Background: an optimization exercise with open tools, aiming at small area. Do not read the settings as production practice.
Function was checked by simulation only, so behaviour that the tests miss may differ from the original.
The flow treats the clock pin as an ideal source. Dropping or thinning the clock tree relies on that and would not hold on a real chip.
Power and IR drop assume default switching activity.

Design Project10_Pong_Top, start of the top module:
module Project10_Pong_Top
  (input  i_Clk,
   input  i_Rst,
   input  i_UART_RX,
   input  i_Switch_1,
   input  i_Switch_2,
   input  i_Switch_3,
   input  i_Switch_4,
   output o_VGA_HSync,
   output o_VGA_VSync,
   output o_VGA_Red_0,
   output o_VGA_Red_1,
   output o_VGA_Red_2,
   output o_VGA_Grn_0,
   output o_VGA_Grn_1,
   output o_VGA_Grn_2,
   output o_VGA_Blu_0,
   output o_VGA_Blu_1,
   output o_VGA_Blu_2);
  function automatic [16:0] inc(input [16:0] q, input cin);
    integer i;
    reg c;
    begin
      c = cin;
      for (i = 0; i < 17; i = i + 1) begin
        inc[i] = q[i] ^ c;
        c = c & q[i];
      end
    end
  endfunction
  function automatic [3:0] score_next(input [3:0] s, input en);
    score_next = s ^ {en & (s[3] | (s[2] & s[1] & s[0])), en & s[1] & s[0], en & s[0], en & ~s[3]};
  endfunction
  function automatic in_paddle(input [4:0] a, input [4:0] p);
    integer i;
    reg b;
    reg [4:0] d;
    begin
      b = 1'b0;
      for (i = 0; i < 5; i = i + 1) begin
        d[i] = a[i] ^ p[i] ^ b;
  ...
Settings: LEC_CHECK=0, CAP_MARGIN=20, CORE_MARGIN=2, CORE_UTILIZATION=60, CTS_BUF_LIST=sky130_fd_sc_hd__clkbuf_8, SLEW_MARGIN=20; clock period 10.0 ns.
standard.sh (not shown) runs the stock make flow with config.mk's settings and CLKGATE_MAP_FILE= SYNTH_SCRIPT=/design/flow/synth_recipe.tcl, a recipe that flattens the netlist after the stock synthesis.
==> flow/flow/run.sh <==
#!/bin/bash
# The standard layout (the standard.sh, standard synthesis unchanged),
# with two changes to how the layout is made:
#  - the ports are buffered with sky130_fd_sc_hd__buf_1;
#  - the clock tree is built by flow/cts.tcl (flow/mycts.tcl) instead of
#    TritonCTS: the clock port drives 3 inverters, which drive 10 leaf
#    inverters, each driving a group of about 15 flip-flops (two
#    inversions, so every flip-flop sees the clock's own polarity).
# Each tool's full log: ORFS's under orfs/logs/, make's output in
# place.log and finish.log, the clock tree step's in cts.log.
set -euo pipefail
here=$(pwd)
bash standard.sh BUFFER_PORTS_ARGS="-buffer_cell sky130_fd_sc_hd__buf_1" place > place.log 2>&1
RESULTS_DIR=$here/orfs/results/sky130hd/Project10_Pong_Top/base \
CLK_NLEAF=10 CLK_NTOP=3 CLK_LEAF=sky130_fd_sc_hd__inv_8 CLK_TOP=sky130_fd_sc_hd__inv_2 \
  openroad -no_init -exit flow/cts.tcl > cts.log 2>&1
sleep 1
touch orfs/results/sky130hd/Project10_Pong_Top/base/4_cts.odb orfs/results/sky130hd/Project10_Pong_Top/base/4_cts.sdc
bash standard.sh BUFFER_PORTS_ARGS="-buffer_cell sky130_fd_sc_hd__buf_1" finish > finish.log 2>&1
==> flow/flow/mycts.tcl <==
# Manual clock tree. The flip-flops are split into CLK_NLEAF groups by
# balanced k-means on their placed positions; each group is driven by one
# leaf cell (CLK_LEAF, a buffer or an inverter). With CLK_NTOP > 0 the leaf
# cells are split the same way into CLK_NTOP groups, each driven by one
# CLK_TOP cell; the clock port drives the top cells (or the leaf cells when
# CLK_NTOP is 0). With inverters, use them at both levels.
proc env_or {name def} { if {[info exists ::env($name)]} { return $::env($name) } ; return $def }

# pts: list of {x y}; returns {assignment centres}. Balanced k-means: each
# group holds at most ceil(n/k) + slack points.
proc kmeans {pts k {slack 1}} {
  set n [llength $pts]
  set cap [expr {($n + $k - 1) / $k + $slack}]
  set sorted [lsort -real -index 0 $pts]
  set cs {}
  for {set j 0} {$j < $k} {incr j} {
    lappend cs [lindex $sorted [expr {int(($j + 0.5) * $n / $k)}]]
  }
  set asg {}
  for {set iter 0} {$iter < 60} {incr iter} {
    # all point/centre pairs by distance, assigned greedily within capacity
    set pairs {}
    set i 0
    foreach p $pts {
      for {set j 0} {$j < $k} {incr j} {
        set c [lindex $cs $j]
        lappend pairs [list [expr {abs([lindex $p 0] - [lindex $c 0]) + abs([lindex $p 1] - [lindex $c 1])}] $i $j]
      }
      incr i
    }
    set asg [lrepeat $n -1]
    set sc [lrepeat $k 0]
    foreach pr [lsort -real -index 0 $pairs] {
      lassign $pr d i j
      if {[lindex $asg $i] >= 0 || [lindex $sc $j] >= $cap} { continue }
      lset asg $i $j
      lset sc $j [expr {[lindex $sc $j] + 1}]
    }
    set sx [lrepeat $k 0.0]; set sy [lrepeat $k 0.0]
    set i 0
    foreach p $pts {
      set j [lindex $asg $i]
      lset sx $j [expr {[lindex $sx $j] + [lindex $p 0]}]
      lset sy $j [expr {[lindex $sy $j] + [lindex $p 1]}]
      incr i
    }
    set new {}
    for {set j 0} {$j < $k} {incr j} {
      if {[lindex $sc $j] > 0} {
        lappend new [list [expr {[lindex $sx $j] / [lindex $sc $j]}] [expr {[lindex $sy $j] / [lindex $sc $j]}]]
      } else {
        lappend new [lindex $cs $j]
      }
    }
    if {$new == $cs} { break }
    set cs $new
  }
  return [list $asg $cs]
}

proc add_buffer {block master name innet x y} {
  set inst [odb::dbInst_create $block $master $name]
  set net [odb::dbNet_create $block "${name}_net"]
  $net setSigType CLOCK
  [$inst findITerm A] connect $innet
  set out [$inst findITerm X]
  if {$out == "NULL"} { set out [$inst findITerm Y] }
  $out connect $net
  set w [[$inst getMaster] getWidth]
  set h [[$inst getMaster] getHeight]
  $inst setLocation [expr int($x - $w / 2)] [expr int($y - $h / 2)]
  $inst setPlacementStatus PLACED
  return $net
}

set nleaf [env_or CLK_NLEAF 8]
set ntop [env_or CLK_NTOP 2]
set leafcell [env_or CLK_LEAF sky130_fd_sc_hd__clkbuf_8]
set topcell [env_or CLK_TOP sky130_fd_sc_hd__clkbuf_8]
set db [ord::get_db]
set block [ord::get_db_block]
set clknet [$block findNet [env_or CLK_PORT i_Clk]]

set sinks {}
set pts {}
foreach it [$clknet getITerms] {
  set bb [[$it getInst] getBBox]
  lappend sinks $it
  lappend pts [list [expr ([$bb xMin] + [$bb xMax]) / 2.0] [expr ([$bb yMin] + [$bb yMax]) / 2.0]]
}
puts "mycts: [llength $sinks] clock sinks, $nleaf x $leafcell leaves, $ntop x $topcell tops"
lassign [kmeans $pts $nleaf] lasg lcs
set lcnt [lrepeat $nleaf 0]
foreach a $lasg { lset lcnt $a [expr [lindex $lcnt $a] + 1] }
puts "mycts: leaf group sizes $lcnt"

set topnets {}
if {$ntop > 0} {
  lassign [kmeans $lcs $ntop] tasg tcs
  for {set t 0} {$t < $ntop} {incr t} {
    set c [lindex $tcs $t]
    lappend topnets [add_buffer $block [$db findMaster $topcell] "clkbuf_top_$t" $clknet [lindex $c 0] [lindex $c 1]]
  }
}
set leafnets {}
for {set j 0} {$j < $nleaf} {incr j} {
  set c [lindex $lcs $j]
  set drv $clknet
  if {$ntop > 0} { set drv [lindex $topnets [lindex $tasg $j]] }
  lappend leafnets [add_buffer $block [$db findMaster $leafcell] "clkbuf_leaf_$j" $drv [lindex $c 0] [lindex $c 1]]
}
set i 0
foreach it $sinks {
  $it disconnect
  $it connect [lindex $leafnets [lindex $lasg $i]]
  incr i
}
Other scripts of this flow, unchanged in this note and not shown: flow/flow/cts.tcl
The starting point finished clean.
Rerun with:
--- a/flow/flow/run.sh
+++ b/flow/flow/run.sh
@@ -15 +15 @@
-CLK_NLEAF=10 CLK_NTOP=3 CLK_LEAF=sky130_fd_sc_hd__inv_8 CLK_TOP=sky130_fd_sc_hd__inv_2 \
+CLK_NLEAF=9 CLK_NTOP=3 CLK_LEAF=sky130_fd_sc_hd__inv_8 CLK_TOP=sky130_fd_sc_hd__inv_2 \
CAP_MARGIN = 0   (was 20)
CTS_BUF_LIST = unset   (was sky130_fd_sc_hd__clkbuf_8)
SLEW_MARGIN = 0   (was 20)
Outcome:
- cell area hardly moves
- global-route usage went down by 0.22 points
- utilization drops by 0.10 points
- clock power decreases by about 6%
- setup slack improved by 0.016 ns
Rerun with:
--- a/flow/flow/run.sh
+++ b/flow/flow/run.sh
@@ -6,2 +6,2 @@
-#    TritonCTS: the clock port drives 3 inverters, which drive 10 leaf
-#    inverters, each driving a group of about 15 flip-flops (two
+#    TritonCTS: the clock port drives 3 inverters, which drive 8 leaf
+#    inverters, each driving a group of about 18 flip-flops (two
@@ -15 +15 @@
-CLK_NLEAF=9 CLK_NTOP=3 CLK_LEAF=sky130_fd_sc_hd__inv_8 CLK_TOP=sky130_fd_sc_hd__inv_2 \
+CLK_NLEAF=8 CLK_NTOP=3 CLK_LEAF=sky130_fd_sc_hd__inv_8 CLK_TOP=sky130_fd_sc_hd__inv_2 \
CAP_MARGIN = 20   (was 0)
CORE_UTILIZATION = 80   (was 60)
PLACE_DENSITY = 0.85   (was unset)
SLEW_MARGIN = 20   (was 0)
The new run produced a clean layout. Worst setup slack got worse by 0.012 ns. Via count goes up by 3.4%. Core utilization goes up by 20 points. Final area goes down by 0.81%. Die area goes down by 24%. Wire length goes up by 6.4%. Maximum frequency barely changes.
Rerun with:
CORE_UTILIZATION = 60   (was 80)
PLACE_DENSITY = unset   (was 0.85)
Effect:
- maximum frequency came out higher slightly
- wire length came out lower by a few percent
- area after synthesis does not change
- power is about the same
- utilization came out lower by 20 points
- setup slack improved by 0.023 ns
- final cell count came out higher by a few percent
Rerun with:
--- a/flow/flow/run.sh
+++ b/flow/flow/run.sh
@@ -6,2 +6,2 @@
-#    TritonCTS: the clock port drives 3 inverters, which drive 8 leaf
-#    inverters, each driving a group of about 18 flip-flops (two
+#    TritonCTS: the clock port drives 3 inverters, which drive 9 leaf
+#    inverters, each driving a group of about 16 flip-flops (two
@@ -15 +15 @@
-CLK_NLEAF=8 CLK_NTOP=3 CLK_LEAF=sky130_fd_sc_hd__inv_8 CLK_TOP=sky130_fd_sc_hd__inv_2 \
+CLK_NLEAF=9 CLK_NTOP=3 CLK_LEAF=sky130_fd_sc_hd__inv_8 CLK_TOP=sky130_fd_sc_hd__inv_2 \
What happened: The changed run passed the timing, design-rule and antenna checks. Synthesized cell count is unchanged. Sequential share of layout area stays flat. Area after synthesis is unchanged. Die area is unchanged. Final area is about the same. Routed wire length hardly moves. Global-route usage hardly moves. Core utilization goes up by 0.10 points. Total power goes up slightly.
No run of this note takes its clock network from TritonCTS; it comes from the design's own scripts or RTL.

what the ideal ports hide:
The flow's constraints put no driver on any port. The routed layouts listed below were extracted and timed again, unchanged, in two steps. Step 1, drivers: a clkbuf_16 drives i_Clk and a buf_2 each remaining input, both assumed. Step 2, shift: input delay + t, output delay - t, t = (earliest + latest rising clock arrival at the registers) / 2. This alone moves slack from input paths to output paths. Three values: ideal ports, drivers, drivers and shift; two values: the first two.
| run | t, ns | setup WS [ns] | worst slew at a driven data input, ns |
|---|---|---|---|
| the first run | 0.325 | 5.981 / 5.914 / 6.150 | 0.04 |
| the second run | 0.283 | 5.997 / 5.945 / 6.185 | 0.04 |
| the third run | 0.276 | 5.985 / 5.926 / 6.183 | 0.03 |
| the fourth run | 0.299 | 6.009 / 5.946 / 6.142 | 0.04 |
| the fifth run | 0.283 | 5.997 / 5.945 / 6.185 | 0.04 |
After both steps every run listed still meets setup and hold.
